Background: an optimization exercise with open tools, aiming at small area and a short achievable clock period. Do not read the settings as production practice.
The RTL was checked by simulation tests, not by an equivalence proof against the original design.
No activity file was given, so power comes from the tool's default toggle rates.

## flow/design.v (module list and top-level ports; edited modules follow where they fit)
// module DSP: 2875 lines
// module dsp_fa: 6 lines
// module dsp_aoi_gt: 6 lines
// module dsp_aoi_g: 5 lines
// module dsp_oai_gt: 6 lines
// module dsp_oai_g: 5 lines
// module dsp_xor: 5 lines
// module dsp_mxi: 5 lines
// module dsp_xnor: 5 lines
module DSP(A,B,C,D,CLK,CARRYIN,OPMODE,BCIN,RSTA,RSTB,RSTM,RSTP,RSTC,RSTD,RSTCARRYIN,RSTOPMODE,
          CEA,CEB,CEM,CEP,CEC,CED,CECARRYIN,CEOPMODE,PCIN,BCOUT,PCOUT,P,M,CARRYOUT,CARRYOUTF);
  // ...
==> flow/flow/run.sh <==
#!/bin/bash
# Standard layout, but the port buffers are plain buf_1 cells instead of
# the default delay buffers.
export BUFFER_PORTS_ARGS="-buffer_cell sky130_fd_sc_hd__buf_1"
bash standard.sh > standard.log 2>&1
==> flow/standard.sh <==
#!/bin/bash
# synth_recipe.tcl (not shown) runs the flow's synth.tcl, then flattens the netlist and writes it again
# the make line also repeats each setting of config.mk as NAME=value (left out here)
make -C /OpenROAD-flow-scripts/flow DESIGN_CONFIG=/design/flow/config.mk WORK_HOME=/design/flow/orfs CLKGATE_MAP_FILE= SYNTH_SCRIPT=/design/flow/synth_recipe.tcl "${@:-finish}"
==> flow/config.mk <==
export PLATFORM = sky130hd
export DESIGN_NAME = DSP
export DESIGN_NICKNAME = DSP
export VERILOG_FILES = /design/flow/design.v
export SDC_FILE = /design/flow/constraint.sdc
export NUM_CORES = 4
export LEC_CHECK = 0
export CAP_MARGIN = 20
export CORE_MARGIN = 2
export CORE_UTILIZATION = 55
export SETUP_SLACK_MARGIN = 3.7
export SLEW_MARGIN = 20
export SYNTH_HIERARCHICAL = 1
export SYNTH_MINIMUM_KEEP_SIZE = 0
==> flow/constraint.sdc <==
create_clock -name core_clock -period 8.0 [get_ports {CLK}]
set_input_delay 1.6000 -clock core_clock [delete_from_list [all_inputs] [get_ports {CLK}]]
set_output_delay 1.6000 -clock core_clock [all_outputs]
set_load 0.01 [all_outputs]
==> results.txt, run 1 <==
status: no timing/DRC/antenna violations
tap cells: 539
Rel. slew slack: 0.282
most common cell after layout, fill and taps aside: nand2_1
Synth warnings: 7
CTS H-tree lvls: 1
sequential cell area: 5820 um^2
CTS sink count: 225
CP cell instances: buf_6 > nand2_1 > fa_1 > fa_1 > fa_1 > fa_1 > fa_1 > fa_1 > fa_1
Commonest cells post-synth: 516 x nand2_1, 319 x nor2_1, 262 x fa_1
Syn-to-layout area delta: 11.8%
Multi-input comb cells: 2102
total number of vias: 20065
Final Skew: 0.0260 ns
Compound-Gate Fraction of Synth Area: 0.161
R2R depth: 9
PwrDens: 226 nW/um^2
Peak Freq: 0.236 GHz
M1 WL: 30900 um
post-route design area: 26100 um^2
buffers plus inverters on the worst setup path: 1
met1 usage: 0.443
Worst Setup Start Kind: flip-flop
crit-path max FO: 19
dominant synthesized flop cell: edfxtp_1
Cells after Synth: 2558
hold_ws: 0.513 ns
Sw Ratio: 0.426
fin. max-slew vios: 0
M2 GR Usage: 0.613
final wirelength: 80000 um
commonest cells after routing, fill and taps aside: 515 x nand2_1, 322 x buf_1, 287 x nor2_1
# Post-CTS Setup Buffers: 13
Die Ht: 210 um
Simple-Gate Fraction of Synth Area: 0.182
clk pwr: 0.00141 W
Int Pwr: 0.00339 W
top flop regs: C_r (48), P_r (48), MS_r (35)
clock share of power: 0.239
Signal buffers: 395
largest family of logic cells by synthesized area: adder cells
reg2reg end: MC_r[11]
==> run 2, diff against run 1 <==
==> flow/flow/run.sh (replaced) <==
#!/bin/bash
# Standard layout with two changes: the port buffers are plain buf_1 cells
# instead of the default delay buffers, and ABC maps for a lighter load, so
# that it picks the smaller cell sizes and leaves sizing to the resizer.
export BUFFER_PORTS_ARGS="-buffer_cell sky130_fd_sc_hd__buf_1"
bash standard.sh ABC_LOAD_IN_FF=1 finish > standard.log 2>&1
==> results.txt, run 2 <==
status: no timing/DRC/antenna violations
# hold bufs at CTS: 0
post-route design area: 25700 um^2 (-1.6%)
Num CTS Buffers: 30
flip-flop and latch count after synthesis: 225
Crit path arrival time: 2.67 ns
sw power: 0.00256 W
Worst Setup Start Kind: flip-flop
most common cell after layout, fill and taps aside: nand2_1
First-pass DRT Iterations: 7
Sw Ratio: 0.429 (+0.00369)
Longest Clk Path Bufs: 3
Non-Filler Instances: 3372
total track usage: 0.361
Logic pwr share: 0.487
Place WS: 3.24 ns
GR Overflow Total: 0
Cell Area, Synth: 22500 um^2
CTS sink count: 225 (unchanged)
worst-skew pair later-pin latency: 0.60 ns
largest net degree at the start of global routing: 73
CP Capture Type: output pin
Worst EP required: 6.40 ns
num rows: 74
r2r setup slk: 3.76 ns
Die Ht: 206 um (-1.9%)
Int Pwr: 0.00340 W (+0.29%)
minimum clock period: 4.27 ns
commonest cells after routing, fill and taps aside: 514 x nand2_1, 319 x buf_1, 294 x nor2_1
Sequential Power Share: 0.281
final worst path period share: 0.534
Cells after Synth: 2556 (-0.078%)
IO buf count: 326
CTS H-tree lvls: 1 (unchanged)
Worst Path Class, Setup: flip-flop to output pin
clock share of power: 0.232 (-0.007)
final hold viol count: 0
setup TNS: 0 ns
dominant synthesized flop cell: edfxtp_1
share of synthesized registers carrying an async set or reset: 0
Setup violations, final: 0
Die X: 206 um
area leader, netlist: fa_1
worst hold-check path type: flip-flop to flip-flop
dpl cells: 3253
post-detail-place hpwl: 57500 um
nets: 3271
Worst Setup Slack, final: 3.73 ns
TritonCTS clock tree: done
Max VDD drop: 0.187 mV
Routed Antenna Nets: 0
number of flops mapped to enable cells by yosys: 128
PwrDens: 232 nW/um^2 (+2.6%)
GP Congestion: 0.981
Starting DRT DRC Count: 2304
Final Skew: 0.0180 ns (-0.00793 ns)
Rel. slew slack: 0.289 (+0.00707)
Leak Pwr: 8.67 nW
total number of vias: 20344 (+1.4%)
Worst Tran Pin Value: 1.07 ns
number of antenna violations at the first check in global routing: 1
vias in the first global route: 19546
clk slew on worst S/H paths: 0.06 ns
max cap viols: 0
final wirelength: 79100 um (-1.1%)
layout cells sized above 1: 0.0958
count leader, synth: nand2_1
global-route wire length before repair: 114000 um
CTS Root Cell: clkbuf_16
Peak Freq: 0.234 GHz (-0.62%)
Syn-to-layout area delta: 14.3%
crit-path max FO: 3 (-16)
Synth top area share: 0.233
drt wl/cell: 23.5 um
detailed-route DRC error count: 0
Synth warnings: 7 (unchanged)
Seq/Total Area, Yosys: 0.257
I/O pin cnt: 346
synth unique cells: 45
RSZ-0062 raised after global routing: yes
Commonest cells post-synth: 516 x nand2_1, 319 x nor2_1, 262 x fa_1
largest cells by area after synthesis: fa_1 23%, edfxtp_1 17%, dfxtp_1 8.6%
top flop regs: C_r (48), P_r (48), MS_r (35)
Mean Syn Cell Area: 8.80 um^2
fin. max-slew vios: 0 (unchanged)
Initial Utilization: 0.554
die area: 42500 um^2
placed cell areas: 23700 um^2
Vias/cell: 6.03
Core ar.: 40600 um^2
-- run 2: cell count changes after synthesis, sizes merged --
cell	previous run	this run
nor2b	58	50
buf	96	94
and2b	0	8
-- run 2: cells by family after synthesis --
| logic type | synth area share |
|---|---|
| buffers and inverters | 0.0500 |
| adder cells (fa/ha/maj) | 0.233 |
| AO/OA/AOI/OAI | 0.127 |
| AND/OR/NAND/NOR | 0.190 |
| multiplexers | 0.0400 |
| XOR/XNOR | 0.102 |
| flip-flops | 0.257 |
| other | 0.000334 |
-- run 2: layout make-up --
type                            instances  area [um^2]
Antenna cell                            1         2.50
Clock buffer                           36          803
Clock inverter                         20          204
Fill cell                            3530        14900
Inverter                               31          116
Multi-Input combinational cell       2103        16000
Sequential cell                       225         5800
Tap cell                              532          666
Timing Repair Buffer                  424         2120
-- run 2: timing repair --
item	CTS	global route
pin swaps	9	13
setup buffers	44	17
hold endpoints to repair	0	0
gates cloned	1	0
gates resized for setup	36	66
setup endpoints to repair	66	46
-- run 2: path summary, 6_finish.rpt --
check	to	cells past startpoint	start
worst max-delay path	M[16]	8	MC_r[1]
worst min-delay path	B_r[1]	2	B_r[1]
worst max register to register	MC_r[11]	9	B_r[8]
worst min register to register	B_r[1]	2	B_r[1]
-- run 2: layer usage --
metal	share of wire	vias to the layer above	GRT usage
met1	0.40	9880	0.490
met2	0.44	1243	0.545
met4	0.053	0	0.177
met3	0.10	236	0.0840
met5	0	-	0
li1	-	8985	-
-- run 2: power groups by stage --
stage | registers, W | clock network [W] | logic (W)
after floorplan | 0.00161 | 0 | 0.00177
after global placement | 0.00171 | 0 | 0.00252
after detailed placement | 0.00171 | 0 | 0.00256
after CTS | 0.00166 | 0.00140 | 0.00271
after global routing | 0.00169 | 0.00144 | 0.00312
final | 0.00168 | 0.00138 | 0.00290
-- run 2: through the flow --
stage	utilization	hold slack [ns]	power, W
final	0.633	0.484	0.00596
after global routing	0.633	0.504	0.00625
after CTS	0.623	0.484	0.00577
after detailed placement	0.583	0.474	0.00427
after global placement	0.583	0.471	0.00423
after floorplan	-	0.450	0.00338
-- run 2: modules after synthesis, one instance, submodules excluded --
| module | cell area, um^2 | times used | flip-flops and latches | cells inside |
|---|---|---|---|---|
| dsp_oai_gt | 8.76 | 110 | 0 | 2 |
| dsp_xnor | 8.76 | 17 | 0 | 1 |
| DSP | 14100 | 1 | 225 | 1707 |
| dsp_aoi_g | 5.00 | 42 | 0 | 1 |
| dsp_oai_g | 5.00 | 50 | 0 | 1 |
| dsp_fa | 20.0 | 262 | 0 | 1 |
| dsp_aoi_gt | 8.76 | 82 | 0 | 2 |
| dsp_xor | 8.76 | 94 | 0 | 1 |
-- run 2: critical path, cell delays in order (launching register included) --
cell,delay [ns]
edfxtp_1,0.45
nor2_2,0.10
nor2_2,0.23
nand2_1,0.13
nor2_1,0.25
a21oi_1,0.16
xnor2_1,0.54
nor2_1,0.09
buf_1,0.15

==> afterwards: timing with drivers on the ports <==
In the flow no input, the clock included, has a driving cell. The finished layouts below were timed again as built, in two steps. Step 1: set_driving_cell puts a clkbuf_16 on CLK and a buf_2 on each other input, an assumption about the parent block. Step 2, shift: input delay + t, output delay - t, t = (earliest + latest rising clock arrival at the registers) / 2. This alone moves slack from input paths to output paths. Slacks: no drivers / after step 1 / after step 2; pairs: no drivers / after step 1.
run	t (ns)	setup WS [ns]	worst setup path after step 2	pins driven straight from the clock port
run 1	0.647	3.755 / 3.716 / 3.622	input to register	1
run 2	0.651	3.728 / 3.664 / 3.394	input to register	1
After both steps setup and hold are still met in every run listed. For run 2, which loses most, drivers alone change the setup slack by -0.064 ns; drivers and shift together by -0.334 ns.
